What follows belongs to an exercise in optimizing a design on an open flow for small area, a short achievable clock period and few clock cycles per item; a production flow would make more cautious choices. No run shown here included a check of the RTL's function; only the layout flow was run. No activity file was given, so power comes from the tool's default toggle rates.

$ cat flow/run.sh
#!/bin/bash
set -euo pipefail
bash standard.sh SETUP_SLACK_MARGIN=6.5 TNS_END_PERCENT=100 finish > orfs_make.log 2>&1
$ cat standard.sh
#!/bin/bash
# synth_recipe.tcl (not shown) runs the flow's synth.tcl, then flattens the netlist and writes it again
# the make line also repeats each setting of config.mk as NAME=value (left out here)
make -C /OpenROAD-flow-scripts/flow DESIGN_CONFIG=/design/flow/config.mk WORK_HOME=/design/flow/orfs CLKGATE_MAP_FILE= SYNTH_SCRIPT=/design/flow/synth_recipe.tcl "${@:-finish}"
$ cat config.mk
export PLATFORM = sky130hd
export DESIGN_NAME = FFT_Top
export DESIGN_NICKNAME = FFT_Top
export VERILOG_FILES = /design/flow/design.v
export SDC_FILE = /design/flow/constraint.sdc
export NUM_CORES = 4
export LEC_CHECK = 0
export CAP_MARGIN = 20
export CORE_MARGIN = 2
export CORE_UTILIZATION = 40
export CTS_BUF_LIST = sky130_fd_sc_hd__clkbuf_8
export PLACE_DENSITY = 0.6
export SLEW_MARGIN = 20
$ cat constraint.sdc
create_clock -name core_clock -period 10.0 [get_ports {iCLK}]
set_input_delay 2.0000 -clock core_clock [delete_from_list [all_inputs] [get_ports {iCLK}]]
set_output_delay 2.0000 -clock core_clock [all_outputs]
set_load 0.01 [all_outputs]
$ cat design.v
`timescale 1 ns / 100 ps
module D_REG(iRSTn,
             iCLK,
             iEN,
             iCLR,
             iDATA,
             oDATA);
    parameter WL = 8;
    input	iRSTn;
    input	iCLK;
    input	iEN;
    input	iCLR;
    input	[WL-1:0] iDATA;
    output	[WL-1:0] oDATA;
    reg 	[WL-1:0] oDATA;
    always @(posedge iCLK or negedge iRSTn)
    begin
        if (~iRSTn)
        begin
            oDATA <= 0;
        end
        else if (iCLR)
        begin
            oDATA <= 0;
        end
            else if (iEN)
            begin
            oDATA	 <= iDATA;
            end
        else
        begin
            oDATA	 <= oDATA;
        end
    end
endmodule
`timescale 1 ns / 100 ps
module COUNTER_VER3	(iCLK,
                     iRSTn,
                     iEN,
                     iCLR,
                     oCNT);
parameter WL  = 8;
parameter IV  = 0;  
parameter LSB = 2;
parameter ECV = 13;  
input	       		iCLK;
input	       		iRSTn;
input	     		iCLR;
input	       		iEN;
output	[WL-1:0]	oCNT;
reg		[WL-1:0]	oCNT;
always @(negedge iRSTn or posedge iCLK)
begin
    if (~iRSTn)
    begin
        oCNT <= IV ;
    end
    else if (iCLR)
    begin
        oCNT <= IV ;
    end
        else if (iEN)
        begin
        if (oCNT[WL-1:LSB] == ECV)
        begin
            oCNT <= IV;
        end
        else
        begin
            oCNT <= oCNT+1;
        end
        end
    else
    begin
        oCNT <= oCNT;
    end
end
endmodule
`timescale 1 ns / 100 ps
module BF(iDATA1,
          iDATA2,
          oDATA_add,
          oDATA_sub);
    parameter IL = 16;
    parameter OL = IL+1;
    input	[IL-1:0] 	iDATA1;
    input	[IL-1:0] 	iDATA2;
    output	[OL-1:0] 	oDATA_add;
    output	[OL-1:0] 	oDATA_sub;
    assign oDATA_add = {iDATA1[IL-1],iDATA1} + {iDATA2[IL-1],iDATA2};
    assign oDATA_sub = {iDATA1[IL-1],iDATA1} - {iDATA2[IL-1],iDATA2};
endmodule
`timescale 1 ns / 100 ps
module CLIP(iDATA,
            oDATA);
    parameter IL = 10;  
    parameter OL = 8;  
    input  [IL-1:0] iDATA;  
    output [OL-1:0] oDATA;  
    wire   [OL-1:0] oDATA;
    assign oDATA = (iDATA[IL-1]) ?
    ((((&iDATA[IL-2:OL-1]) == 0)|((|iDATA[OL-2:0]) == 0)) ?
    ({iDATA[IL-1],{(OL-2){1'b0}},{1'b1}}) :
    ({iDATA[IL-1],iDATA[OL-2:0]})) :  
    ((|(iDATA[IL-2:OL-1])) ?
    ({iDATA[IL-1],{(OL-1){1'b1}}}) : ({iDATA[IL-1],iDATA[OL-2:0]}));
endmodule
`timescale 1 ns / 100 ps
module ROUND_2B(iDATA,
                oDATA);
    parameter IL = 10;
    parameter OL = 7;
    parameter RL = IL - OL;
    input [IL-1:0] iDATA;
    output [OL-1:0] oDATA;
    wire [1:0] sel = iDATA[RL-1:RL-2];
    assign oDATA = (iDATA[IL-1] == 0) ?
    (&iDATA[IL-2:RL-1]) ?
    (iDATA[IL-1:RL]) :
    (iDATA[IL-1:RL]+iDATA[RL-1]) :
    (sel == 2'b00 || sel == 2'b01) ?
    (iDATA[IL-1:RL]) :
    (sel == 2'b10) ?
    (iDATA[IL-1:RL]+|(iDATA[RL-2:0])) : (iDATA[IL-1:RL]+1'b1);
endmodule
`timescale 1 ns / 100 ps
module CPX_MULT(iCLK,
                iRSTn,
                iEN,
                iCLR,
                iDATA_re_1,
                iDATA_im_1,
                iDATA_re_2,
                iDATA_im_2,
                oDATA_re,
                oDATA_im);
    parameter IL1 = 9;
    parameter IL2 = 10;
    parameter OL  = IL1+IL2;
    input 				iCLK;
    input				iRSTn;
    input				iEN;
    input				iCLR;
    input	[IL1-1:0]	iDATA_re_1;
    input	[IL1-1:0]	iDATA_im_1;
    input	[IL2-1:0]	iDATA_re_2;
    input	[IL2-1:0]	iDATA_im_2;
    output	[OL-1:0]	oDATA_re, oDATA_im;
    wire	[OL-2:0]	comp_re_1, comp_im_1;
    wire	[OL-2:0]	comp_re_2, comp_im_2;
    wire	[OL-1:0]	oDATA_re_tmp;
    wire	[OL-1:0]	oDATA_im_tmp;
    wire	[OL-2:0]	D_ff_re1, D_ff_im1,D_ff_re2, D_ff_im2;
    wire	[OL-2:0] 	iDATA1_re_ext  = {{(IL2-1){iDATA_re_1[IL1-1]}}, iDATA_re_1};
    wire 	[OL-2:0] 	iDATA2_re_ext = {{(IL1-1){iDATA_re_2[IL2-1]}}, iDATA_re_2};
    wire	[OL-2:0] 	iDATA1_im_ext  = {{(IL2-1){iDATA_im_1[IL1-1]}}, iDATA_im_1};
    wire	[OL-2:0] 	iDATA2_im_ext  = {{(IL1-1){iDATA_im_2[IL2-1]}}, iDATA_im_2};
    assign	comp_re_1 = iDATA1_re_ext*iDATA2_re_ext;
    assign	comp_re_2 = iDATA1_im_ext*iDATA2_im_ext;
    assign	comp_im_1 = iDATA1_re_ext*iDATA2_im_ext;
    assign	comp_im_2 = iDATA2_re_ext*iDATA1_im_ext;
    assign	oDATA_re_tmp = {{comp_re_1[OL-2],comp_re_1}}-{{comp_re_2[OL-2],comp_re_2}};
    assign	oDATA_im_tmp = {{comp_im_1[OL-2],comp_im_1}}+{{comp_im_2[OL-2],comp_im_2}};
    D_REG#(
    .WL(OL)
    )D_FF_oDATA_RE(
    .iCLK(iCLK),
    .iRSTn(iRSTn),
    .iEN(iEN),
    .iCLR(iCLR),
    .iDATA(oDATA_re_tmp),
    .oDATA(oDATA_re)
    );
    D_REG#(
    .WL(OL)
    )D_FF_oDATA_IM(
    .iCLK(iCLK),
    .iRSTn(iRSTn),
    .iEN(iEN),
    .iCLR(iCLR),
    .iDATA(oDATA_im_tmp),
    .oDATA(oDATA_im)
    );
endmodule
`timescale 1 ns / 100 ps
module TW_ROM(twiddle_addr,
              oDATA_RE,
              oDATA_IM);
    parameter WL = 10;
    parameter WN = 3;
    parameter paraP0000 = 10'b0000000000;  
    parameter paraP3827 = 10'b0011000100;  
    parameter paraN3827 = 10'b1100111100;  
    parameter paraP7071 = 10'b0101101010;  
    parameter paraN7071 = 10'b1010010110;  
    parameter paraP9239 = 10'b0111011001;  
    parameter paraN9239 = 10'b1000100110;  
    parameter paraP1000 = 10'b0111111111;  
    parameter paraN1000 = 10'b1000000001;  
    input		[WN-1:0]		twiddle_addr;
    output		[WL-1:0] 		oDATA_RE;
    output  	[WL-1:0] 		oDATA_IM;
    reg			[WL-1:0]		oDATA_RE;
    reg			[WL-1:0]		oDATA_IM;
    always @(*)
    begin
        case(twiddle_addr)	 
            'd00:
            begin
                oDATA_RE = paraP1000;
                oDATA_IM = paraP0000;
            end
            'd01:
            begin
                oDATA_RE = paraP9239;
                oDATA_IM = paraN3827;
            end
            'd02:
            begin
                oDATA_RE = paraP7071;
                oDATA_IM = paraN7071;
            end
            'd03:
            begin
                oDATA_RE = paraP3827;
                oDATA_IM = paraN9239;
            end
            'd04:
            begin
                oDATA_RE = paraP0000;
                oDATA_IM = paraN1000;
            end
            'd05:
            begin
                oDATA_RE = paraN3827;
                oDATA_IM = paraN9239;
            end
            'd06:
            begin
                oDATA_RE = paraN7071;
                oDATA_IM = paraN7071;
            end
            'd07:
            begin
                oDATA_RE = paraN9239;
                oDATA_IM = paraN3827;
            end
            default:
            begin
                oDATA_RE = 10'b0100000000;
                oDATA_IM = 10'b0000000000;
            end
        endcase
    end
endmodule
`timescale 1 ns / 100 ps
module SINGLE_BF(iRSTn,
                 iCLK,
                 iCLR,
                 iEN,
                 STATE,
                 iDATA,
                 oEN,
                 oDATA);
    parameter	STATE0	 = 3'b000;
    parameter	STATE1	 = 3'b001;
    parameter	STATE2	 = 3'b010;
    parameter	STATE3	 = 3'b011;
    parameter	STATE4	 = 3'b100;
    parameter	CNT	 = 	16;
    parameter	IL 	 = 	16;
    parameter	OL 	 = 	16;
    parameter	TW	  = 	10;
    input 					iRSTn;
    input 					iCLK;
    input 					iCLR;
    input					iEN;
    input	[2:0]			STATE;
    input	[2*IL-1:0]		iDATA;
    output 					oEN;
    output	[2*OL-1:0]		oDATA;
    wire	[IL-1:0]		iDATA_RE = iDATA[2*IL-1:IL];
    wire	[IL-1:0]		iDATA_IM = iDATA[IL-1:0];
    wire	[IL-1:0]		iDATA_RE_D;
    wire	[IL-1:0]		iDATA_IM_D;
    wire	[IL	 :0]		oDATA_RE_HIGH;
    wire	[IL	 :0]		oDATA_RE_LOW;
    wire	[IL	 :0]		oDATA_IM_HIGH;
    wire	[IL	 :0]		oDATA_IM_LOW;
    wire	[OL-1:0]		oDATA_RE_HIGH_C;
    wire	[OL-1:0]		oDATA_IM_HIGH_C;
    wire	[2*OL-1:0]		oDATA_HIGH;
    wire					Cnt_EN;
    wire	[3:0]			oCNT;
    wire	[2:0]			TW_ADDR;
    wire	[TW-1:0]		Tw_RE;
    wire	[TW-1:0]		Tw_IM;
    wire	[IL+TW:0]		oDATA_RE_LOW_TW;
    wire	[IL+TW:0]		oDATA_IM_LOW_TW;
    wire	[OL+1:0]		oDATA_RE_LOW_R;
    wire	[OL+1:0]		oDATA_IM_LOW_R;
    wire	[OL-1:0]		oDATA_RE_LOW_C;
    wire	[OL-1:0]		oDATA_IM_LOW_C;
    wire	[2*OL-1:0]		oDATA_LOW;
    wire	[2*OL-1:0]		oDATA_TMP;
    wire                    iEN_1D;
    wire                    iEN_2D;
    D_REG#(
    .WL(IL)
    )D_REG_BF1_RE(
    .iRSTn(iRSTn),
    .iCLK(iCLK),
    .iEN(iEN||oEN),
    .iCLR(iCLR),
    .iDATA(iDATA_RE),
    .oDATA(iDATA_RE_D)
    );
    D_REG#(
    .WL(IL)
    )D_REG_BF2_IM(
    .iRSTn(iRSTn),
    .iCLK(iCLK),
    .iEN(iEN||oEN),
    .iCLR(iCLR),
    .iDATA(iDATA_IM),
    .oDATA(iDATA_IM_D)
    );
    BF#(
    .IL(IL),
    .OL(IL+1)
    )BF_RE(
    .iDATA1(iDATA_RE_D),		 
    .iDATA2(iDATA_RE),
    .oDATA_add(oDATA_RE_HIGH),		 
    .oDATA_sub(oDATA_RE_LOW)
    );
    BF#(
    .IL(IL),
    .OL(IL+1)
    )BF_IM(
    .iDATA1	(iDATA_IM_D),
    .iDATA2	(iDATA_IM),
    .oDATA_add(oDATA_IM_HIGH),
    .oDATA_sub(oDATA_IM_LOW)
    );
    CLIP#(
    .IL(IL+1),
    .OL(OL)
    )CLIP_HIGH_RE(
    .iDATA(oDATA_RE_HIGH),
    .oDATA(oDATA_RE_HIGH_C)
    );
    CLIP#(
    .IL(IL+1),
    .OL(OL)
    )CLIP_HIGH_IM(
    .iDATA(oDATA_IM_HIGH),
    .oDATA(oDATA_IM_HIGH_C)
    );
    assign	oDATA_HIGH = {oDATA_RE_HIGH_C,oDATA_IM_HIGH_C};
    D_REG#(
    .WL(1'b1)
    )U_D_REG_EN_DELAY(
    .iRSTn(iRSTn),
    .iCLK(iCLK),
    .iEN(1'b1),
    .iCLR(iCLR),
    .iDATA(iEN),
    .oDATA(Cnt_EN)
    );
    COUNTER_VER3#(
    .WL(4),
    .IV(0),
    .LSB(0),
    .ECV(CNT-1)
    )U_COUNTER_V3_WC(
    .iCLK(iCLK),
    .iRSTn(iRSTn),
    .iEN(Cnt_EN),
    .iCLR(iCLR),
    .oCNT(oCNT)
    );
    assign TW_ADDR = (STATE == STATE1) ? {oCNT[3:1]} :
    (STATE == STATE2) ? {oCNT[2:1],1'b0} :
    (STATE == STATE3) ? {oCNT[3],2'b00} :
    (STATE == STATE4) ? {3'b000} : 0;
    TW_ROM U_TW_ROM(		 
    .twiddle_addr(TW_ADDR),
    .oDATA_RE(Tw_RE),
    .oDATA_IM(Tw_IM)
    );
    CPX_MULT#(
    .IL1(IL+1),
    .IL2(10)
    )CPX_MULT_LOW(
    .iCLK(iCLK),
    .iRSTn(iRSTn),
    .iEN(iEN||oEN),
    .iCLR(iCLR),
    .iDATA_re_1(oDATA_RE_LOW),
    .iDATA_im_1(oDATA_IM_LOW),
    .iDATA_re_2(Tw_RE),
    .iDATA_im_2(Tw_IM),
    .oDATA_re(oDATA_RE_LOW_TW),
    .oDATA_im(oDATA_IM_LOW_TW)
    );
    ROUND_2B#(
    .IL(IL+11),
    .OL(IL+2)
    )ROUND_2B_LOW_RE(
    .iDATA(oDATA_RE_LOW_TW),
    .oDATA(oDATA_RE_LOW_R)
    );
    ROUND_2B#(
    .IL(IL+11),
    .OL(IL+2)
    )ROUND_2B_LOW_IM(
    .iDATA(oDATA_IM_LOW_TW),
    .oDATA(oDATA_IM_LOW_R)
    );
    CLIP#(
    .IL(IL+2),
    .OL(OL)
    )CLIP_LOW_RE(
    .iDATA(oDATA_RE_LOW_R),
    .oDATA(oDATA_RE_LOW_C)
    );
    CLIP#(
    .IL(IL+2),
    .OL(OL)
    )CLIP_LOW_IM(
    .iDATA(oDATA_IM_LOW_R),
    .oDATA(oDATA_IM_LOW_C)
    );
    assign oDATA_LOW = {oDATA_RE_LOW_C,oDATA_IM_LOW_C};
    assign	oDATA_TMP = (oCNT[0] == 1) ?
    (oDATA_HIGH) :
    (oCNT[0] == 0) ?
    (oDATA_LOW) : (16'b0);
    D_REG#(
    .WL(1)
    )D_REG_iEN_1D(
    .iRSTn(iRSTn),
    .iCLK(iCLK),
    .iEN(1'b1),
    .iCLR(iCLR),
    .iDATA(iEN),
    .oDATA(iEN_1D)
    );
    D_REG#(
    .WL(1)
    )D_REG_iEN_2D(
    .iRSTn(iRSTn),
    .iCLK(iCLK),
    .iEN(1'b1),
    .iCLR(iCLR),
    .iDATA(iEN_1D),
    .oDATA(iEN_2D)
    );
    D_REG#(
    .WL(1)
    )D_REG_iEN_3D(
    .iRSTn(iRSTn),
    .iCLK(iCLK),
    .iEN(1'b1),
    .iCLR(iCLR),
    .iDATA(iEN_2D),
    .oDATA(oEN)
    );
    D_REG#(
    .WL(2*IL)
    )D_REG_BF_OUT(
    .iRSTn(iRSTn),
    .iCLK(iCLK),
    .iEN(iEN||oEN),
    .iCLR(iCLR),
    .iDATA(oDATA_TMP),
    .oDATA(oDATA)
    );
endmodule
`timescale 1 ns / 100 ps
module MEM_R_CTRL(iRSTn,
                  iCLK,
                  iStart_INT,
                  iCLR,
                  oEN_RC,
                  oEN,
                  RADDR,
                  STATE);
    parameter	STATE0	 = 3'b000;
    parameter	STATE1	 = 3'b001;
    parameter	STATE2	 = 3'b010;
    parameter	STATE3	 = 3'b011;
    parameter	STATE4	 = 3'b100;
    parameter	STATE5	 = 3'b101;
    parameter	CNT		   = 20;
    input 				iRSTn;
    input 				iCLK;
    input 				iStart_INT;
    input 				iCLR;
    output 				oEN_RC;
    output 				oEN;
    output	[6:0]		RADDR;
    output	[2:0]		STATE;
    reg		[2:0]		current_state;
    wire	[2:0]		next_state;
    wire				Cnt_EN;
    wire	[4:0]		oCNT;
    wire				oEN_FINAL;
    always @(posedge iCLK or negedge iRSTn)
    begin
        if (~iRSTn)
        begin
            current_state <= STATE0;
        end
        else if (iCLR)
        begin
            current_state <= STATE0;
        end
        else
        begin
            current_state <= next_state;
        end
    end
    assign next_state = (current_state == STATE0) ? ((iStart_INT == 1) ? STATE1 : STATE0) :
    (current_state == STATE1) ? ((oCNT == CNT-1) ?	STATE2 : STATE1) :
    (current_state == STATE2) ? ((oCNT == CNT-1) ? STATE3 : STATE2) :
    (current_state == STATE3) ? ((oCNT == CNT-1) ? STATE4 : STATE3) :
    (current_state == STATE4) ? ((oCNT == CNT-1) ? STATE5 : STATE4) :
    (current_state == STATE5) ? ((oCNT == CNT-1) ? STATE0 : STATE5) : STATE0;
    assign Cnt_EN = (current_state == STATE0) ? 1'b0 : 1'b1 ;
    COUNTER_VER3#(
    .WL(5),
    .IV(0),
    .LSB(0),
    .ECV(CNT-1)
    )U_COUNTER_V3_WC(
    .iCLK(iCLK),
    .iRSTn(iRSTn),
    .iEN(Cnt_EN),
    .iCLR(iCLR),
    .oCNT(oCNT)
    );
    assign	oEN_RC = (current_state == STATE1) ? ((oCNT < 5'd16) ? {1'b1} : 0) :
    (current_state == STATE2) ? ((oCNT < 5'd16) ? {1'b1} : 0) :
    (current_state == STATE3) ? ((oCNT < 5'd16) ? {1'b1} : 0) :
    (current_state == STATE4) ? ((oCNT < 5'd16) ? {1'b1} : 0) :
    (current_state == STATE5) ? ((oCNT < 5'd16) ? {1'b1} : 0) : 0;
    assign	RADDR = (current_state == STATE1) ? {3'b000,{oCNT[0]},{oCNT[3]},{oCNT[2]},{oCNT[1]}} :
    (current_state == STATE2) ? {3'b001,{oCNT[3]},{oCNT[0]},{oCNT[2]},{oCNT[1]}} :
    (current_state == STATE3) ? {3'b010,{oCNT[2]},{oCNT[1]},{oCNT[0]},{oCNT[3]}} :
    (current_state == STATE4) ? {3'b011,{oCNT[3:0]}} :
    (current_state == STATE5) ? {3'b100,{oCNT[3:0]}} :	0;
    assign	oEN_FINAL = 	(current_state == STATE5)	? ((oCNT < 5'd16) ? 1'b1 : 0) : 0;
    assign	STATE = current_state;
    D_REG#(
    .WL(1)
    )D_REG_oEN(
    .iRSTn(iRSTn),
    .iCLK(iCLK),
    .iCLR(iCLR),
    .iEN(1'b1),
    .iDATA(oEN_FINAL),
    .oDATA(oEN)
    );
endmodule
`timescale 1 ns / 100 ps
module MEM_W_CTRL(iRSTn,
                  iCLK,
                  iStart_W,
                  iCLR,
                  oEN_WC,
                  WADDR);
    parameter	STATE0		 = 3'b000;
    parameter	STATE1		 = 3'b001;
    parameter	STATE2		 = 3'b010;
    parameter	STATE3		 = 3'b011;
    parameter	STATE4		 = 3'b100;
    parameter	CNT			   = 20;
    input 				iRSTn;
    input 				iCLK;
    input 				iStart_W;
    input 				iCLR;
    output 				oEN_WC;
    output	[6:0]		WADDR;
    reg		[2:0]		current_state;
    wire				Cnt_EN;
    wire	[2:0]		next_state;
    wire	[4:0]		oCNT;
    always @(posedge iCLK or negedge iRSTn)
    begin
        if (~iRSTn)
        begin
            current_state <= STATE0;
        end
        else if (iCLR)
        begin
            current_state <= STATE0;
        end
        else
        begin
            current_state <= next_state;
        end
    end
    assign next_state = (current_state == STATE0) ? ((iStart_W == 1) ? STATE1 : STATE0) :
    (current_state == STATE1) ? ((oCNT == CNT-1) ? STATE2 : STATE1) :
    (current_state == STATE2) ? ((oCNT == CNT-1) ? STATE3 : STATE2) :
    (current_state == STATE3) ? ((oCNT == CNT-1) ? STATE4 : STATE3) :
    (current_state == STATE4) ? ((oCNT == CNT-1) ? STATE0 : STATE4) : STATE0;
    assign Cnt_EN = (current_state == STATE0) ? 1'b0 : 1'b1;
    COUNTER_VER3#(
    .WL(5),
    .IV(0),
    .LSB(0),
    .ECV(CNT-1)
    )U_COUNTER_V3_WC(
    .iCLK(iCLK),
    .iRSTn(iRSTn),
    .iEN(Cnt_EN),
    .iCLR(iCLR),
    .oCNT(oCNT)
    );
    assign	oEN_WC = (current_state == STATE1) ? ((oCNT < 5'd16) ? {1'b1} : 0) :
    (current_state == STATE2) ? ((oCNT < 5'd16) ? {1'b1} : 0) :
    (current_state == STATE3) ? ((oCNT < 5'd16) ? {1'b1} : 0) :
    (current_state == STATE4) ? ((oCNT < 5'd16) ? {1'b1} : 0) : 0;
    assign	WADDR = (current_state == STATE1) ? {3'b001,{oCNT[0]},{oCNT[3]},{oCNT[2]},{oCNT[1]}} :
    (current_state == STATE2) ? {3'b010,{oCNT[3]},{oCNT[0]},{oCNT[2]},{oCNT[1]}} :
    (current_state == STATE3) ? {3'b011,{oCNT[2]},{oCNT[1]},{oCNT[0]},{oCNT[3]}} :
    (current_state == STATE4) ? {3'b100,{oCNT[3:0]}} : 0;
endmodule
`timescale 1 ns / 100 ps
module MEMORY(clka,
              ena,
              wea,
              addra,
              dina,
              clkb,
              enb,
              addrb,
              doutb);
    input           clka;
    input           ena;
    input           wea;
    input   [6:0]   addra;
    input   [31:0]  dina;
    input           clkb;
    input           enb;
    input   [6:0]   addrb;
    output  [31:0]  doutb;
    reg     [31:0]  doutb;
    reg     [31:0]  mem [0:79];
    always @(posedge clka)
    begin
        if (ena && wea)
            mem[addra] <= dina;
    end
    always @(posedge clkb)
    begin
        if (enb)
            doutb <= mem[addrb];
    end
endmodule
`timescale 1 ns / 100 ps
module FFT_Top(iRSTn,
               iCLK,
               iStart_INT,
               iCLR,
               iWR_EN,
               iWR_ADDR,
               iWR_DATA,
               oREADY,
               oEN,
               oDATA_re,
               oDATA_im);
    input               iRSTn;
    input               iCLK;
    input               iStart_INT;
    input               iCLR;
    input               iWR_EN;
    input   [3:0]       iWR_ADDR;
    input   [31:0]      iWR_DATA;
    output              oREADY;
    output              oEN;
    output  [15:0]      oDATA_re;
    output  [15:0]      oDATA_im;
    reg                 fresh;       
    reg     [3:0]       nf;          
    reg     [3:0]       fi;          
    reg     [15:0]      asg;         
    reg     [63:0]      wmap;        
    reg     [63:0]      rmap;        
    wire    [3:0]       ws;
    reg                 ir_we, ir_st;
    reg     [3:0]       ir_a;
    reg     [31:0]      ir_d;
    always @(posedge iCLK or negedge iRSTn)
    begin
        if (~iRSTn) begin
            ir_we <= 1'b0;
            ir_st <= 1'b0;
        end
        else begin
            ir_we <= iWR_EN;
            ir_st <= iStart_INT & ~iCLR;
        end
    end
    reg                 ir_rew;
    reg     [3:0]       ir_wm;
    wire                byp   = ir_we && (ir_a == iWR_ADDR);
    always @(posedge iCLK)
    begin
        ir_a   <= iWR_ADDR;
        ir_d   <= iWR_DATA;
        ir_rew <= ~iCLR & ~ir_st & (asg[iWR_ADDR] | byp);
        ir_wm  <= byp ? ws : wmap[iWR_ADDR*4 +: 4];
    end
    wire    [3:0]       wm_a  = ir_wm;
    wire                rew   = ir_rew;
    wire    [3:0]       rm_f  = fresh ? fi : rmap[fi*4 +: 4];
    assign              ws    = rew ? wm_a : nf;    
    wire    [3:0]       wm0_n = (ir_we && ir_a == 4'd0) ? ws : wmap[3:0];
    reg     [63:0]      wmap_n;
    integer             q;
    always @(*)
    begin
        wmap_n = wmap;
        if (ir_we) wmap_n[ir_a*4 +: 4] = ws;
    end
    always @(posedge iCLK or negedge iRSTn)
    begin
        if (~iRSTn) begin
            fresh <= 1'b1;
            nf    <= 4'd0;
            fi    <= 4'd1;
            asg   <= 16'd0;
        end
        else if (iCLR) begin
            fresh <= 1'b1;
            nf    <= 4'd0;
            fi    <= 4'd1;
            asg   <= 16'd0;
        end
        else if (ir_st) begin
            fresh <= 1'b0;
            nf    <= wm0_n;
            fi    <= 4'd1;
            asg   <= 16'd0;
        end
        else if (ir_we) begin
            asg[ir_a] <= 1'b1;
            if (~rew) begin
                nf <= rm_f;
                fi <= fi + 4'd1;
            end
        end
    end
    always @(posedge iCLK)
    begin
        wmap <= wmap_n;
        if (ir_st) rmap <= wmap_n;
    end
    reg     [511:0]     mem;
    genvar              g;
    generate
        for (g = 0; g < 16; g = g + 1) begin : G_MEM
            always @(posedge iCLK)
                if (ir_we && ws == g) mem[g*32 +: 32] <= ir_d;
        end
    endgenerate
    reg                 rd_act;
    reg     [3:0]       rd_t;
    always @(posedge iCLK or negedge iRSTn)
    begin
        if (~iRSTn) begin
            rd_act <= 1'b0;
            rd_t   <= 4'd0;
        end
        else if (iCLR) begin
            rd_act <= 1'b0;
            rd_t   <= 4'd0;
        end
        else if (ir_st) begin
            rd_act <= 1'b1;
            rd_t   <= 4'd0;
        end
        else if (rd_act) begin
            rd_t   <= rd_t + 4'd1;
            if (rd_t == 4'd15) rd_act <= 1'b0;
        end
    end
    reg                 rdy;
    always @(posedge iCLK or negedge iRSTn)
    begin
        if (~iRSTn) rdy <= 1'b1;
        else        rdy <= ~(ir_st & rd_act & (rd_t != 4'd15));
    end
    assign oREADY = rdy;
    wire    [3:0]       rd_t1 = rd_t + 4'd1;
    wire    [3:0]       rs_n  = ir_st ? wm0_n : rmap[rd_t1*4 +: 4];
    reg     [15:0]      rsh;         
    always @(posedge iCLK)
        rsh <= 16'd1 << rs_n;
    reg     [31:0]      rdat;
    integer             m;
    always @(*)
    begin
        rdat = 32'd0;
        for (m = 0; m < 16; m = m + 1)
            rdat = rdat | (mem[m*32 +: 32] & {32{rsh[m]}});
    end
    reg     [31:0]      fd;
    reg                 fv;
    reg     [3:0]       fidx;
    always @(posedge iCLK)
    begin
        fd   <= rdat;
        fidx <= rd_t;
    end
    always @(posedge iCLK or negedge iRSTn)
    begin
        if (~iRSTn)     fv <= 1'b0;
        else if (iCLR)  fv <= 1'b0;
        else            fv <= rd_act;
    end
    wire    [31:0]      y1, y2, y3, y4;
    wire                v1, v2, v3, v4;
    wire    [3:0]       i1, i2, i3, i4;
    SDF_S1 U_S1(.clk(iCLK), .rstn(iRSTn), .clr(iCLR), .x(fd), .xv(fv), .xi(fidx), .y(y1), .yv(v1), .yi(i1));
    SDF_S2 U_S2(.clk(iCLK), .rstn(iRSTn), .clr(iCLR), .x(y1), .xv(v1), .xi(i1), .y(y2), .yv(v2), .yi(i2));
    SDF_S3 U_S3(.clk(iCLK), .rstn(iRSTn), .clr(iCLR), .x(y2), .xv(v2), .xi(i2), .y(y3), .yv(v3), .yi(i3));
    SDF_S4 U_S4(.clk(iCLK), .rstn(iRSTn), .clr(iCLR), .x(y3), .xv(v3), .xi(i3), .y(y4), .yv(v4), .yi(i4));
    assign oEN      = v4;
    assign oDATA_re = y4[31:16];
    assign oDATA_im = y4[15:0];
endmodule
module TAGD(clk, rstn, clr, iv, ii, ov, oi);
    parameter N = 1;
    input               clk, rstn, clr;
    input               iv;
    input   [3:0]       ii;
    output  [N-1:0]     ov;          
    output  [4*N-1:0]   oi;
    reg     [N-1:0]     v;
    reg     [4*N-1:0]   t;
    always @(posedge clk or negedge rstn)
    begin
        if (~rstn)      v <= {N{1'b0}};
        else if (clr)   v <= {N{1'b0}};
        else if (N > 1) v <= {v[N-2:0], iv};
        else            v <= iv;
    end
    always @(posedge clk)
    begin
        if (N > 1) t <= {t[4*N-5:0], ii};
        else       t <= ii;
    end
    assign ov = v;
    assign oi = t;
endmodule
module SAT17(s, y);
    input   [16:0]  s;
    output  [15:0]  y;
    assign y = (s[16] != s[15]) ? (s[16] ? 16'h8001 : 16'h7fff) :
               (s[15:0] == 16'h8000) ? 16'h8001 : s[15:0];
endmodule
module SAT18(s, y);
    input   [17:0]  s;
    output  [15:0]  y;
    wire            ov = s[17] ? ~(&s[16:15]) : (|s[16:15]);
    assign y = ov ? (s[17] ? 16'h8001 : 16'h7fff) :
               (s[15:0] == 16'h8000) ? 16'h8001 : s[15:0];
endmodule
module ADDKS(a, b, ci, s, co);
    parameter N = 17;
    input   [N-1:0] a, b;
    input           ci;
    output  [N-1:0] s;
    output          co;
    reg     [N:0]   G, P, Gn, Pn;
    integer         l, i;
    always @(*)
    begin
        G = {a & b, ci};
        P = {a ^ b, 1'b0};
        for (l = 1; l < N + 1; l = l * 2) begin
            Gn = G;
            Pn = P;
            for (i = l; i < N + 1; i = i + 1) begin
                Gn[i] = G[i] | (P[i] & G[i - l]);
                Pn[i] = P[i] & P[i - l];
            end
            G = Gn;
            P = Pn;
        end
    end
    assign s  = (a ^ b) ^ G[N-1:0];
    assign co = G[N];
endmodule
module ADDBK(a, b, ci, s, co);
    parameter N = 17;
    input   [N-1:0] a, b;
    input           ci;
    output  [N-1:0] s;
    output          co;
    function integer toppow;
        input integer n;
        integer t;
        begin
            t = 1;
            while (t * 2 < n) t = t * 2;
            toppow = t;
        end
    endfunction
    localparam TOP = toppow(N + 1);
    reg     [N:0]   G, P;
    integer         l, i;
    always @(*)
    begin
        G = {a & b, ci};
        P = {a ^ b, 1'b0};
        for (l = 1; l <= TOP; l = l * 2)
            for (i = 2 * l - 1; i < N + 1; i = i + 2 * l) begin
                G[i] = G[i] | (P[i] & G[i - l]);
                P[i] = P[i] & P[i - l];
            end
        for (l = TOP / 2; l >= 1; l = l / 2)
            for (i = 3 * l - 1; i < N + 1; i = i + 2 * l) begin
                G[i] = G[i] | (P[i] & G[i - l]);
                P[i] = P[i] & P[i - l];
            end
    end
    assign s  = (a ^ b) ^ G[N-1:0];
    assign co = G[N];
endmodule
module R511(d, r);
    input   [16:0]  d;
    output  [17:0]  r;
    wire            c = d[8] & (d[16] | (|d[7:0]));
    wire            co;
    ADDKS #(.N(18)) U_A(.a({d[16], d}), .b({{10{~d[16]}}, ~d[16:9]}), .ci(~c), .s(r), .co(co));
endmodule
module BFTOP(a, b, y);
    input   [31:0]  a, b;
    output  [31:0]  y;
    wire    [16:0]  sr, si;
    wire            cr, ci;
    ADDKS #(.N(17)) U_AR(.a({a[31], a[31:16]}), .b({b[31], b[31:16]}), .ci(1'b0), .s(sr), .co(cr));
    ADDKS #(.N(17)) U_AI(.a({a[15], a[15:0]}),  .b({b[15], b[15:0]}),  .ci(1'b0), .s(si), .co(ci));
    SAT17 U_R(.s(sr), .y(y[31:16]));
    SAT17 U_I(.s(si), .y(y[15:0]));
endmodule
module BFSUB(a, b, rot, dr, di);
    input   [31:0]  a, b;
    input           rot;
    output  [16:0]  dr, di;
    wire    [15:0]  ar = a[31:16], ai = a[15:0], br = b[31:16], bi = b[15:0];
    wire    [15:0]  p1 = rot ? ai : ar;
    wire    [15:0]  q1 = rot ? bi : br;
    wire    [15:0]  p2 = rot ? br : ai;
    wire    [15:0]  q2 = rot ? ar : bi;
    wire            cr, ci;
    ADDKS #(.N(17)) U_AR(.a({p1[15], p1}), .b(~{q1[15], q1}), .ci(1'b1), .s(dr), .co(cr));
    ADDKS #(.N(17)) U_AI(.a({p2[15], p2}), .b(~{q2[15], q2}), .ci(1'b1), .s(di), .co(ci));
endmodule
module CSA27(a, b, c, s, y);
    input   [26:0]  a, b, c;
    output  [26:0]  s, y;
    wire    [26:0]  m = (a & b) | (a & c) | (b & c);
    assign s = a ^ b ^ c;
    assign y = {m[25:0], 1'b0};
endmodule
module SDF_S1(clk, rstn, clr, x, xv, xi, y, yv, yi);
    input               clk, rstn, clr;
    input   [31:0]      x;
    input               xv;
    input   [3:0]       xi;
    output  [31:0]      y;
    output              yv;
    output  [3:0]       yi;
    localparam D = 8;
    wire    [8:0]       tv;
    wire    [35:0]      ti;
    TAGD #(.N(9)) U_TAG(.clk(clk), .rstn(rstn), .clr(clr), .iv(xv), .ii(xi), .ov(tv), .oi(ti));
    wire                osel = ti[4*7+3];
    assign yv = tv[8];
    assign yi = ti[35:32];
    reg     [255:0]     sr;          
    wire    [31:0]      a = sr[255:224];
    wire                bf = xv & xi[3];
    wire    [31:0]      top;
    BFTOP U_TOP(.a(a), .b(x), .y(top));
    wire    [16:0]      dr, di;
    BFSUB U_SUB(.a(a), .b(x), .rot(xi[2]), .dr(dr), .di(di));
    reg     [16:0]      d1r, d1i;
    reg     [1:0]       k1;
    reg                 s1;
    reg     [3:0]       bp;
    always @(posedge clk)
    begin
        d1r <= dr;
        d1i <= di;
        k1  <= xi[1:0];
        s1  <= xi[0] & (xi[2] | xi[1]);      
        bp  <= {bp[2:0], bf};
    end
    wire    [17:0]      e1r = {d1r[16], d1r};
    wire    [17:0]      e1i = {d1i[16], d1i};
    wire    [17:0]      sx, sy;
    wire                cx, cy;
    ADDKS #(.N(18)) U_PX(.a(e1r), .b(e1i),  .ci(1'b0), .s(sx), .co(cx));
    ADDKS #(.N(18)) U_PY(.a(e1i), .b(~e1r), .ci(1'b1), .s(sy), .co(cy));
    wire    [17:0]      xx = (k1 == 2'd2) ? sx : e1r;
    wire    [17:0]      yy = (k1 == 2'd2) ? sy : e1i;
    reg     [18:0]      w2r, w2i;
    reg     [17:0]      v2r, v2i;
    reg                 eA2, eB2, gBr, gDr, gFr, gGr, gAi, gBi, gCi, gDi, gEi, gFi, gGi, s2;
    wire                k1_0 = (k1 == 2'd0), k1_1 = (k1 == 2'd1), k1_2 = (k1 == 2'd2), k1_3 = (k1 == 2'd3);
    always @(posedge clk)
    begin
        w2r <= k1_3 ? {yy[17], yy} : k1_2 ? {xx, 1'b0} : {xx[17], xx};
        v2r <= k1[1] ? xx : yy;
        w2i <= k1_3 ? {xx[17], xx} : k1_2 ? {yy, 1'b0} : {yy[17], yy};
        v2i <= k1[1] ? yy : xx;
        eA2 <= ~k1_2;
        eB2 <= ~k1_0;
        s2  <= s1;
        gBr <= k1[0];
        gDr <= ~k1[0];
        gFr <= k1[0];
        gGr <= ~k1[0];
        gAi <= k1_3;
        gBi <= k1[0] ^ k1_3;
        gCi <= ~k1_3;
        gDi <= ~k1[0] ^ k1_3;
        gEi <= k1_1;
        gFi <= k1[0] ^ k1_1;
        gGi <= ~k1[0] ^ k1_1;
    end
    reg     [1:0]       k2;
    always @(posedge clk)
        k2 <= k1;
    wire    [26:0]      ar_, br_, ai_, bi_;
    S1ROWS #(.PI(0)) U_RR(.w(w2r), .v(v2r), .k(k2), .s(s2), .eA(eA2), .eB(eB2),
                .gA(1'b0), .gB(gBr), .gC(1'b1), .gD(gDr), .gE(1'b0), .gF(gFr), .gG(gGr),
                .ps(ar_), .pc(br_));
    S1ROWS #(.PI(1)) U_RI(.w(w2i), .v(v2i), .k(k2), .s(s2), .eA(eA2), .eB(eB2),
                .gA(gAi), .gB(gBi), .gC(gCi), .gD(gDi), .gE(gEi), .gF(gFi), .gG(gGi),
                .ps(ai_), .pc(bi_));
    reg     [26:0]      c3rs, c3rc, c3is, c3ic;
    always @(posedge clk)
    begin
        c3rs <= ar_;
        c3rc <= br_;
        c3is <= ai_;
        c3ic <= bi_;
    end
    wire    [26:0]      qr, qi;
    wire                cqr, cqi;
    ADDKS #(.N(27)) U_QR(.a(c3rs), .b(c3rc), .ci(1'b0), .s(qr), .co(cqr));
    ADDKS #(.N(27)) U_QI(.a(c3is), .b(c3ic), .ci(1'b0), .s(qi), .co(cqi));
    reg     [17:0]      q4r, q4i;
    reg                 f4r, f4i;
    always @(posedge clk)
    begin
        q4r <= qr[26:9];
        q4i <= qi[26:9];
        f4r <= (&qr[8:0]) & ~qr[26];
        f4i <= (&qi[8:0]) & ~qi[26];
    end
    wire    [17:0]      rr, ri;
    wire                crr, cri;
    ADDKS #(.N(18)) U_FR(.a(q4r), .b(18'd0), .ci(f4r), .s(rr), .co(crr));
    ADDKS #(.N(18)) U_FI(.a(q4i), .b(18'd0), .ci(f4i), .s(ri), .co(cri));
    wire    [31:0]      bot;
    SAT18 U_CR(.s(rr), .y(bot[31:16]));
    SAT18 U_CI(.s(ri), .y(bot[15:0]));
    always @(posedge clk)
    begin
        sr[31:0]    <= x;
        sr[127:32]  <= sr[95:0];
        sr[159:128] <= bp[3] ? bot : sr[127:96];
        sr[255:160] <= sr[223:128];
    end
    reg     [31:0]      yr;
    always @(posedge clk)
        yr <= osel ? a : top;
    assign y = yr;
endmodule
module S1ROWS(w, v, k, s, eA, eB, gA, gB, gC, gD, gE, gF, gG, ps, pc);
    parameter PI = 0;
    input   [18:0]  w;
    input   [17:0]  v;
    input   [1:0]   k;
    input           s;               
    input           eA, eB;          
    input           gA, gB, gC, gD, gE, gF, gG;      
    output  [26:0]  ps, pc;
    wire    [18:0]  tA = w ^ {19{gA}}, tB = w ^ {19{gB}}, tC = w ^ {19{gC}}, tD = w ^ {19{gD}};
    wire    [17:0]  tE = v ^ {18{gE}}, tF = v ^ {18{gF}}, tG = v ^ {18{gG}};
    wire    [18:0]  uA = eA ? {~tA[18], tA[17:0]} : 19'd0;
    wire    [18:0]  uB = eB ? {~tB[18], tB[17:0]} : 19'd0;
    wire    [18:0]  uC = eB ? {~tC[18], tC[17:0]} : 19'd0;
    wire    [18:0]  uD = {~tD[18], tD[17:0]};
    wire    [17:0]  uE = eB ? {~tE[17], tE[16:0]} : 18'd0;
    wire    [17:0]  uF = eB ? {~tF[17], tF[16:0]} : 18'd0;
    wire    [17:0]  uG = eB ? {~tG[17], tG[16:0]} : 18'd0;
    wire    [26:0]  rA = {uA[17:0], 9'd0};
    wire    [26:0]  rB = {3'd0, uB, 5'd0};
    wire    [26:0]  rC = {5'd0, uC, 3'd0};
    wire    [26:0]  rD = s ? {7'd0, uD, 1'b0} : {8'd0, uD};
    wire    [26:0]  rE = {1'd0, uE, 8'd0};
    wire    [26:0]  rF = {3'd0, uF, 6'd0};
    wire    [26:0]  rG = {7'd0, uG, 2'd0};
    reg     [26:0]  rK;
    reg             fA, fB, fC, fD, fE, fF, fG, xA, xB, xE;
    always @(*)
    begin
        xA = (k != 2'd2);
        xB = (k != 2'd0);
        fA = PI ? (k == 2'd3) : 1'b0;
        fB = k[0] ^ (PI ? (k == 2'd3) : 1'b0);
        fC = PI ? (k != 2'd3) : 1'b1;
        fD = ~k[0] ^ (PI ? (k == 2'd3) : 1'b0);
        fE = PI ? (k == 2'd1) : 1'b0;
        fF = k[0] ^ (PI ? (k == 2'd1) : 1'b0);
        fG = ~k[0] ^ (PI ? (k == 2'd1) : 1'b0);
        rK = 27'd255;
        if (xA) rK = rK + (fA ? 27'd512 : 27'd0);                          
        if (xB) rK = rK + (fB ? 27'd32  : 27'd0) - 27'd8388608;            
        if (xB) rK = rK + (fC ? 27'd8   : 27'd0) - 27'd2097152;            
        if (s)  rK = rK + (fD ? 27'd2   : 27'd0) - 27'd524288;             
        else    rK = rK + (fD ? 27'd1   : 27'd0) - 27'd262144;             
        if (xB) rK = rK + (fE ? 27'd256 : 27'd0) - 27'd33554432;           
        if (xB) rK = rK + (fF ? 27'd64  : 27'd0) - 27'd8388608;            
        if (xB) rK = rK + (fG ? 27'd4   : 27'd0) - 27'd524288;             
    end
    wire    [26:0]  s1, c1, s2, c2, s3, c3, s4, c4, s5, c5, s6, c6;
    CSA27 U1(.a(rA), .b(rB), .c(rC), .s(s1), .y(c1));
    CSA27 U2(.a(rD), .b(rE), .c(rF), .s(s2), .y(c2));
    CSA27 U3(.a(s1), .b(c1), .c(s2), .s(s3), .y(c3));
    CSA27 U4(.a(c2), .b(rG), .c(rK), .s(s4), .y(c4));
    CSA27 U5(.a(s3), .b(c3), .c(s4), .s(s5), .y(c5));
    CSA27 U6(.a(s5), .b(c5), .c(c4), .s(s6), .y(c6));
    assign ps = s6;
    assign pc = c6;
endmodule
module SDF_S2(clk, rstn, clr, x, xv, xi, y, yv, yi);
    input               clk, rstn, clr;
    input   [31:0]      x;
    input               xv;
    input   [3:0]       xi;
    output  [31:0]      y;
    output              yv;
    output  [3:0]       yi;
    wire    [4:0]       tv;
    wire    [19:0]      ti;
    TAGD #(.N(5)) U_TAG(.clk(clk), .rstn(rstn), .clr(clr), .iv(xv), .ii(xi), .ov(tv), .oi(ti));
    wire                osel = ti[4*3+2];
    assign yv = tv[4];
    assign yi = ti[19:16];
    reg     [127:0]     sr;
    wire    [31:0]      a = sr[127:96];
    wire                bf = xv & xi[2];
    wire    [31:0]      top;
    BFTOP U_TOP(.a(a), .b(x), .y(top));
    wire    [16:0]      dr, di;
    BFSUB U_SUB(.a(a), .b(x), .rot(xi[1]), .dr(dr), .di(di));
    reg     [16:0]      d1r, d1i;
    reg                 w1;
    reg     [2:0]       bp;
    always @(posedge clk)
    begin
        d1r <= dr;
        d1i <= di;
        w1  <= xi[0];
        bp  <= {bp[1:0], bf};
    end
    wire    [17:0]      e1r = {d1r[16], d1r};
    wire    [17:0]      e1i = {d1i[16], d1i};
    wire    [17:0]      sx, sy;
    wire                cx, cy;
    ADDKS #(.N(18)) U_PX(.a(e1r), .b(e1i),  .ci(1'b0), .s(sx), .co(cx));
    ADDKS #(.N(18)) U_PY(.a(e1i), .b(~e1r), .ci(1'b1), .s(sy), .co(cy));
    reg     [17:0]      x2, y2;
    reg                 w2;
    always @(posedge clk)
    begin
        x2 <= w1 ? sx : e1r;
        y2 <= w1 ? sy : e1i;
        w2 <= w1;
    end
    wire    [26:0]      pr_s, pr_c, pi_s, pi_c;
    S2ROWS U_RR(.z(x2), .w(w2), .ps(pr_s), .pc(pr_c));
    S2ROWS U_RI(.z(y2), .w(w2), .ps(pi_s), .pc(pi_c));
    wire    [8:0]       lr, li;
    wire                lcr, lci;
    ADDKS #(.N(9)) U_LR(.a(pr_s[8:0]), .b(pr_c[8:0]), .ci(1'b0), .s(lr), .co(lcr));
    ADDKS #(.N(9)) U_LI(.a(pi_s[8:0]), .b(pi_c[8:0]), .ci(1'b0), .s(li), .co(lci));
    reg     [17:0]      c3rs, c3rc, c3is, c3ic;
    reg                 c3rk, c3ik;
    always @(posedge clk)
    begin
        c3rs <= pr_s[26:9];
        c3rc <= pr_c[26:9];
        c3is <= pi_s[26:9];
        c3ic <= pi_c[26:9];
        c3rk <= lcr;
        c3ik <= lci;
    end
    wire    [17:0]      qr, qi;
    wire                cqr, cqi;
    ADDKS #(.N(18)) U_QR(.a(c3rs), .b(c3rc), .ci(c3rk), .s(qr), .co(cqr));
    ADDKS #(.N(18)) U_QI(.a(c3is), .b(c3ic), .ci(c3ik), .s(qi), .co(cqi));
    wire    [31:0]      bot;
    SAT18 U_CR(.s(qr), .y(bot[31:16]));
    SAT18 U_CI(.s(qi), .y(bot[15:0]));
    always @(posedge clk)
    begin
        sr[31:0]   <= x;
        sr[95:32]  <= sr[63:0];
        sr[127:96] <= bp[2] ? bot : sr[95:64];
    end
    reg     [31:0]      yr;
    always @(posedge clk)
        yr <= osel ? a : top;
    assign y = yr;
endmodule
module S2ROWS(z, w, ps, pc);
    input   [17:0]  z;
    input           w;
    output  [26:0]  ps, pc;
    wire    [17:0]  up = {~z[17], z[16:0]};      
    wire    [17:0]  un = {z[17], ~z[16:0]};      
    wire    [26:0]  r1 = {up, 9'd0};
    wire    [26:0]  r2 = w ? {2'd0, un, 7'd0} : {9'd0, un};
    wire    [26:0]  r3 = w ? {4'd0, un, 5'd0} : 27'd0;
    wire    [26:0]  r4 = w ? {6'd0, up, 3'd0} : 27'd0;
    wire    [26:0]  r5 = w ? {8'd0, up, 1'b0} : 27'd0;
    wire    [26:0]  kw = 27'd255 - 27'd67108864 + 27'd128 - 27'd16777216
                   + 27'd32 - 27'd4194304 - 27'd1048576 - 27'd262144;
    wire    [26:0]  kn = 27'd255 - 27'd67108864 + 27'd1 - 27'd131072;
    wire    [26:0]  rk = (w ? kw : kn) + {26'd0, ~z[17]};
    wire    [26:0]  s1, c1, s2, c2, s3, c3, s4, c4;
    CSA27 U1(.a(r1), .b(r2), .c(r3), .s(s1), .y(c1));
    CSA27 U2(.a(r4), .b(r5), .c(rk), .s(s2), .y(c2));
    CSA27 U3(.a(s1), .b(c1), .c(s2), .s(s3), .y(c3));
    CSA27 U4(.a(s3), .b(c3), .c(c2), .s(s4), .y(c4));
    assign ps = s4;
    assign pc = c4;
endmodule
module SDF_S3(clk, rstn, clr, x, xv, xi, y, yv, yi);
    input               clk, rstn, clr;
    input   [31:0]      x;
    input               xv;
    input   [3:0]       xi;
    output  [31:0]      y;
    output              yv;
    output  [3:0]       yi;
    wire    [2:0]       tv;
    wire    [11:0]      ti;
    TAGD #(.N(3)) U_TAG(.clk(clk), .rstn(rstn), .clr(clr), .iv(xv), .ii(xi), .ov(tv), .oi(ti));
    wire                osel = ti[4*1+1];
    assign yv = tv[2];
    assign yi = ti[11:8];
    reg     [63:0]      sr;
    wire    [31:0]      a = sr[63:32];
    wire                bf = xv & xi[1];
    wire    [31:0]      top;
    BFTOP U_TOP(.a(a), .b(x), .y(top));
    wire    [16:0]      dr, di;
    BFSUB U_SUB(.a(a), .b(x), .rot(xi[0]), .dr(dr), .di(di));
    reg     [16:0]      d1r, d1i;
    reg                 b1;
    always @(posedge clk)
    begin
        d1r <= dr;
        d1i <= di;
        b1  <= bf;
    end
    wire    [17:0]      mr, mi;
    R511 U_MR(.d(d1r), .r(mr));
    R511 U_MI(.d(d1i), .r(mi));
    wire    [31:0]      bot;
    SAT18 U_CR(.s(mr), .y(bot[31:16]));
    SAT18 U_CI(.s(mi), .y(bot[15:0]));
    always @(posedge clk)
    begin
        sr[31:0]  <= x;
        sr[63:32] <= b1 ? bot : sr[31:0];
    end
    reg     [31:0]      yr;
    always @(posedge clk)
        yr <= osel ? a : top;
    assign y = yr;
endmodule
module SDF_S4(clk, rstn, clr, x, xv, xi, y, yv, yi);
    input               clk, rstn, clr;
    input   [31:0]      x;
    input               xv;
    input   [3:0]       xi;
    output  [31:0]      y;
    output              yv;
    output  [3:0]       yi;
    wire    [1:0]       tv;
    wire    [7:0]       ti;
    TAGD #(.N(2)) U_TAG(.clk(clk), .rstn(rstn), .clr(clr), .iv(xv), .ii(xi), .ov(tv), .oi(ti));
    wire                osel = ti[4*0+0];
    assign yv = tv[1];
    assign yi = ti[7:4];
    reg     [31:0]      sr;
    wire    [31:0]      a = sr;
    wire    [31:0]      top;
    BFTOP U_TOP(.a(a), .b(x), .y(top));
    wire    [16:0]      dr, di;
    BFSUB U_SUB(.a(a), .b(x), .rot(1'b0), .dr(dr), .di(di));
    reg     [16:0]      d1r, d1i;
    always @(posedge clk)
    begin
        d1r <= dr;
        d1i <= di;
    end
    wire    [17:0]      mr, mi;
    R511 U_MR(.d(d1r), .r(mr));
    R511 U_MI(.d(d1i), .r(mi));
    wire    [31:0]      bot;
    SAT18 U_CR(.s(mr), .y(bot[31:16]));
    SAT18 U_CI(.s(mi), .y(bot[15:0]));
    always @(posedge clk)
        sr <= x;
    reg     [31:0]      yr;
    always @(posedge clk)
        yr <= osel ? bot : top;
    assign y = yr;
endmodule
==> results of run 1 <==
-- metal layers --
layer | share of wire [%] | track usage (%)
met5 | 0.021 | 0
met1 | 43 | 27.70
met3 | 5.4 | 2.997
met4 | 3.9 | 8.338
met2 | 47 | 34.98
-- placed cells by master, fill, tap and decap left out, types with 139 or more instances in the layout --
| cell | n |
|---|---|
| edfxtp_1 | 576 |
| xor2_1 | 300 |
| ha_1 | 636 |
| dfxtp_1 | 1227 |
| a21oi_1 | 392 |
| o21a_1 | 139 |
| a221oi_1 | 142 |
| nand2_1 | 451 |
| nor2b_1 | 140 |
| nor2_1 | 563 |
| o21ai_0 | 311 |
| inv_1 | 775 |
| clkbuf_8 | 383 |
| xnor2_1 | 286 |
| mux2i_1 | 153 |
| and2_1 | 175 |
| fa_1 | 315 |
-- path summary, 6_finish.rpt --
check,start,to,slack (ps),depth (start not counted)
setup / recovery,rdy,oREADY,6350,1
setup reg to reg,U_S3.d1i[2],U_S3.sr[32],6400,13
hold reg to reg,U_S1.sr[50],U_S1.sr[82],270,0
max in group asynchronous,iRSTn,ir_st,8350,2
hold / removal,U_S1.sr[50],U_S1.sr[82],270,0
min in group asynchronous,iRSTn,fv,1110,2
-- layout make-up --
type / count / area (um2) / area share, %
diodes: 4 / 10.01 / 0.009221
clock buffers: 382 / 5258 / 4.843
clock inverters: 200 / 1466 / 1.351
inverters: 680 / 2560 / 2.358
multi-input cells: 5836 / 48260 / 44.46
flip-flops and latches: 1929 / 44780 / 41.25
well taps: 3167 / 3963 / 3.650
repair buffers: 232 / 2257 / 2.079
repair inverters: 1 / 5.005 / 0.004610
-- power by group --
| part | leakage, nW | internal [mW] | switching (mW) | total, mW |
|---|---|---|---|---|
| clock network | 3.81 | 4.05 | 3.19 | 7.25 |
| registers | 16.9 | 10.6 | 2.39 | 13.0 |
| logic | 24.1 | 9.65 | 13.1 | 22.8 |
-- flip-flops by register name, indices dropped and copies added, names as in the netlist, 33 cells and up --
register	flops
rmap	64
U_S1.sr	256
U_S2.sr	128
U_S1.U_TAG.t	33
U_S3.sr	64
mem	512
wmap	64
-- per-stage QoR --
stage | instances | setup WS (ps) | hold slack [ps] | util (%)
2_1_floorplan | 8751 | 6504 | 309.6 | -
3_3_place_gp | 11750 | 5663 | 309.7 | 41.93
3_5_place_dp | 11750 | 5618 | 312.0 | 41.94
4_1_cts | 12380 | 6250 | 277.1 | 45.19
5_1_grt | 12430 | 6221 | 282.1 | 45.77
6_report | 12430 | 6354 | 271.7 | 45.77
-- logic make-up (layout without fill, tap and decap cells) --
family	count (synthesis)	count (layout)	synth area share, %
AND/OR/NAND/NOR	2062	2062	10.69
multiplexers	313	313	4.180
flip-flops	1929	1929	46.91
adder cells (fa/ha/maj)	974	974	15.31
other	2	16	0.007890
XOR/XNOR	592	592	5.447
AO/OA/AOI/OAI	1879	1883	13.52
buffers and inverters	990	1495	3.937
-- what timing repair did --
action	in CTS	in global routing
pin swaps	38	59
buffers inserted	40	40
setup endpoints to repair	405	266
resized for setup	301	214
gates cloned	5	7
==> results.json, run 1 <==
{
  "outcome": "timing/DRC/antenna clean",
  "finalCritPeriodShare_pct": 36.46,
  "critPathArrivalTime_ps": 1650,
  "skew_ps": 118.4,
  "route.detailed.drc": 0,
  "cp.required_ps": 8000,
  "io_pins": 75,
  "yosysMostFrequentCell": "dfxtp_1",
  "cts_buffers": 335,
  "avgSynthCellArea_um2": 10.89,
  "gp_congestion": 0.9084,
  "rsz0062_at_grt": "true",
  "finalCriticalPeriod_ps": 3646,
  "yosys_warnings": 15,
  "critPathTopFamily": "flip-flops",
  "antenna_left": 0,
  "synthCells": 8741,
  "dieWidth_um": 491.8,
  "layout-drive-gt1-share_pct": 12.80,
  "yosys-top-cells-area": "dfxtp_1 27%, edfxtp_1 18%, ha_1 8.5%",
  "syn_area_um2": 95180,
  "synth-edff-count": 576,
  "clk_latency_ps": 1070,
  "power_density_nw_per_um2": 396.2,
  "areaGrowthSynthToFinish_pct": 14.05,
  "dr.pass1.iters": 6,
  "min_path_type": "reg -> reg",
  "rows": 179,
  "antenna_found_initial": 15,
  "dp_hpwl_um": 182200,
  "overflow": 0,
  "dieArea_um2": 241900,
  "grt_pass1_vias": 66830,
  "max_freq_ghz": 0.2743,
  "cp_max_fo": 1,
  "via_per_inst": 5.377,
  "cap_violations": 0,
  "hold_viol_final": 0,
  "die_h_um": 491.8,
  "grt_max_degree": 112,
  "p_total_mw": 43.01,
  "vdd_drop_max_uv": 231.4,
  "async_reset_ff_share_pct": 2.748,
  "path_buf_inv": 1,
  "port_buffers": 74,
  "worst_setup_path_end_kind": "output pin",
  "synth-seq-cells": 1929,
  "setup_viol": 0,
  "h-tree-depth": 5,
  "clk_pin_slew_ps": 60,
  "clock-sinks": 1929,
  "clk_path_buf_depth": 4,
  "worst_pin_slew_ps": 1079,
  "cts-hold-fix-buffers": 0,
  "start_util_pct": 40.13,
  "wl_per_cell_um": 21.19,
  "root_buffer": "clkbuf_8",
  "critPathMaxStageDelay_ps": 530,
  "grt_use_total_pct": 21.09,
  "synth_sequential_area_ratio_pct": 46.91,
  "core_um2": 237200,
  "synthFlopType": "dfxtp_1",
  "ys_types": 106,
  "nNetsFinal": 10020,
  "path_class": "reg -> out",
  "grt_first_pass_wirelength_um": 397400,
  "p_leak_nw": 44.76,
  "slew-limit-headroom_pct": 28.06,
  "drv_slew": 0,
  "cp_slowest_cell": "dfstp_2",
  "tns_ps": 0,
  "startpoint_type": "flop",
  "final_cell_area_um2": 108600,
  "fillCellCount": 21850,
  "drt_iter0_markers": 4761,
  "synth_top_area_cell": "dfxtp_1",
  "cts_tree": "yes",
  "crit_chain": "buf_6",
  "synth_common_cells": "1,300 x dfxtp_1, 680 x inv_1, 644 x ha_1, 585 x nor2_1, 576 x edfxtp_1",
  "dr_total_vias": 66840,
  "yosysTopAreaCellShare_pct": 27.34,
  "placed_area_um2": 99470,
  "finalWirelength_um": 263400
}
==> run 2: changes to the inputs <==
--- a/config.mk
+++ b/config.mk
@@ -9,5 +9,4 @@
 export CORE_MARGIN = 2
-export CORE_UTILIZATION = 40
-export CTS_BUF_LIST = sky130_fd_sc_hd__clkbuf_8
-export PLACE_DENSITY = 0.6
+export CORE_UTILIZATION = 60
+export PLACE_DENSITY = 0.72
 export SLEW_MARGIN = 20
==> run 2 against run 1 <==
  * First-iteration DRC count grew 20%
  * Non-clock buffer count down 9
  * Still clean
  * Maximum frequency is 1.5% lower
==> results.json, run 2 <==
{
  "outcome": "timing/DRC/antenna clean",
  "slew-limit-headroom_pct": 27.39,
  "p_leak_nw": 44.22,
  "async_reset_ff_share_pct": 2.748,
  "clk_pin_slew_ps": 60,
  "hold_viol_final": 0,
  "switching_power_mw": 18.52,
  "clock-sinks": 1929,
  "pwr-share-seq_pct": 30.0,
  "synth_top_family_by_area": "adder cells",
  "layout-drive-gt1-share_pct": 10.92,
  "grt_use_total_pct": 30.24,
  "synth_sequential_area_ratio_pct": 46.91,
  "fillCellCount": 11670,
  "clk_path_buf_depth": 3,
  "cp.required_ps": 10730,
  "port_buffers": 74,
  "nNetsFinal": 9868,
  "combPwrFrac_pct": 52.3,
  "drt_iter0_markers": 5693,
  "dp_hpwl_um": 173900,
  "antenna_left": 0,
  "synth_top_area_cell": "dfxtp_1",
  "h-tree-depth": 4,
  "worst_pin_slew_ps": 1083,
  "pwr-share-clk_pct": 17.7,
  "tns_ps": 0,
  "grt_max_degree": 99,
  "drv_slew": 0,
  "root_buffer": "clkbuf_16",
  "p_int_mw": 24.60,
  "dr_total_vias": 66800,
  "gp_congestion": 0.9410,
  "final.setup.worst_slack_ps": 6297,
  "pre_cts_ws_ps": 5605,
  "setup_viol": 0,
  "synth_xor_area_share_pct": 5.447,
  "grt_first_pass_wirelength_um": 379700,
  "grt_pass1_vias": 65940,
  "wl_per_cell_um": 22.59,
  "areaGrowthSynthToFinish_pct": 12.75,
  "placed_area_um2": 98060,
  "path_class": "reg -> reg",
  "io_pins": 75,
  "dieWidth_um": 402.3,
  "finalCritPeriodShare_pct": 37.03,
  "largest_reg_flops": 512,
  "power_density_nw_per_um2": 401.9,
  "synth-edff-count": 576,
  "skew_ps": 121.6,
  "max_freq_ghz": 0.2701,
  "largest-register": "mem",
  "clk_latency_ps": 880,
  "cap_violations": 0,
  "hold_ws_ps": 280.3,
  "cts_tree": "yes",
  "yosys.area_share.simple_pct": 10.69,
  "rsz0062_at_grt": "true",
  "dieArea_um2": 161800,
  "swShare_pct": 42.95,
  "avgSynthCellArea_um2": 10.89,
  "cp_max_fo": 6,
  "layout_commonest_cell": "dfxtp_1",
  "die_h_um": 402.3,
  "finalCriticalPeriod_ps": 3703,
  "ys_types": 106,
  "final_cell_area_um2": 107300,
  "cts-hold-fix-buffers": 0,
  "dr.pass1.iters": 6,
  "yosysTopAreaCellShare_pct": 27.34,
  "synth_common_cells": "1,300 x dfxtp_1, 680 x inv_1, 644 x ha_1, 585 x nor2_1, 576 x edfxtp_1",
  "synth-seq-cells": 1929,
  "overflow": 0,
  "startpoint_type": "flop",
  "critPathArrivalTime_ps": 4430,
  "start_util_pct": 60.24,
  "synthFlopType": "dfxtp_1",
  "p_total_mw": 43.13,
  "finalWirelength_um": 250900,
  "yosys-top-cells-area": "dfxtp_1 27%, edfxtp_1 18%, ha_1 8.5%",
  "muxShareOfSynthArea_pct": 4.180,
  "vdd_drop_max_uv": 285.3,
  "route.detailed.drc": 0,
  "via_per_inst": 6.015,
  "core_um2": 158000,
  "synthCells": 8741,
  "yosys_warnings": 15,
  "reg_top3": "mem x512, U_S1.sr x256, U_S2.sr x128",
  "yosys.area_share.adder_pct": 15.31,
  "min_path_type": "reg -> reg",
  "worst_setup_path_end_kind": "flop",
  "cts_buffers": 191,
  "yosysMostFrequentCell": "dfxtp_1",
  "antenna_found_initial": 7,
  "rows": 146,
  "final_cell_mix": "1,256 x dfxtp_1, 673 x inv_1, 632 x ha_1, 576 x edfxtp_1, 564 x nor2_1",
  "syn_area_um2": 95180,
  "synth-compound-area-share_pct": 13.52
}
==> run 2: power groups by stage <==
| stage | logic (mW) | registers (mW) | clock network (mW) |
|---|---|---|---|
| CTS | 21.5 | 12.9 | 7.70 |
| finish | 22.6 | 12.9 | 7.62 |
| global route | 25.1 | 13.1 | 8.04 |
| global placement | 20.3 | 13.0 | 0 |
| floorplan | 16.2 | 11.8 | 0 |
| detailed placement | 20.8 | 13.0 | 0 |
==> run 2: what timing repair did <==
item / 4_1_cts / 5_1_grt
endpoints found under the setup margin: 368 / 271
gates resized for setup: 176 / 204
buffers inserted: 37 / 42
gates cloned: 4 / 4
pin swaps: 35 / 74
==> run 2: layout make-up <==
type                            instances  area [um2]  share of cell area [%]
Antenna cell                            2       5.005                0.004664
Timing Repair Buffer                  223        2186                   2.037
Multi-Input combinational cell       5836       48300                   45.00
Inverter                              680        2566                   2.391
Clock inverter                        108        1451                   1.352
Sequential cell                      1929       44750                   41.70
Clock buffer                          254        5465                   5.093
Timing Repair inverter                  1       5.005                0.004664
Tap cell                             2072        2592                   2.416
==> run 2: worst max-delay path, cell delays in order (launching register included) <==
cell	delay, ps
dfxtp_2	320
or4_4	550
o31ai_4	210
fa_2	280
a21oi_4	90
nor2_4	110
nor3_2	70
or4_4	440
a211o_4	370
a21boi_4	190
or2_4	190
xnor2_1	70
or4_1	520
o31ai_2	210
==> run 2: final timing paths <==
| check | startpoint | slack, ps | depth (start not counted) | endpoint |
|---|---|---|---|---|
| max | U_S3.d1i[1] | 6300 | 13 | U_S3.sr[32] |
| min | U_S1.sr[82] | 280 | 0 | U_S1.sr[114] |
| min reg2reg | U_S1.sr[82] | 280 | 0 | U_S1.sr[114] |
| max reg2reg | U_S3.d1i[1] | 6300 | 13 | U_S3.sr[32] |
| max in group asynchronous | iRSTn | 8190 | 2 | rd_t[0] |
| min in group asynchronous | iRSTn | 1270 | 2 | U_S2.U_TAG.v[0] |
==> run 2: metrics by stage <==
step / utilization (%) / instances
final: 67.92 / 11110
after CTS: 67.06 / 11060
after global routing: 67.91 / 11100
after global placement: 62.05 / 10650
after floorplan: - / 8751
after detailed placement: 62.05 / 10650
==> run 2: kinds of logic (layout without fill, tap and decap cells) <==
family,after synthesis,count (layout)
xor+xnor,592,592
mux,313,313
simple gates,2062,2063
other cells,2,14
buf+inv,990,1266
compound gates,1879,1882
flops,1929,1929
fa+ha+maj,974,974
==> run 2: layer usage <==
metal / track usage (%) / up-vias / share of wire (%)
li1: - / 31190 / -
met1: 38.63 / 32410 / 40
met2: 50.05 / 2565 / 47
met3: 5.087 / 634 / 6.9
met4: 14.58 / 8 / 5.3
met5: 0 / - / 0.022

## re-timing with driven ports
In the flow no input, the clock included, has a driving cell. The finished layouts below were timed again as built, in two steps. Step 1: set_driving_cell puts a clkbuf_16 on iCLK and a buf_2 on each other input, an assumption about the parent block. Step 2 times the ports against the registers' clock, not the clock port: input delays grow and output delays shrink by t, the midpoint of the rising clock arrivals with the driver on. a / b / c = ideal ports / drivers / drivers and shift; a / b = the first two.
run	t, ns	setup slack, ns	worst data-port slew with drivers (ns)
run 1	1.103	6.354 / 6.266 / 5.663	0.15
run 2	0.906	6.297 / 6.297 / 5.864	0.18
After both steps every run listed still meets setup and hold. For run 1, which loses most, drivers alone change the setup slack by -0.088 ns; drivers and shift together by -0.691 ns.
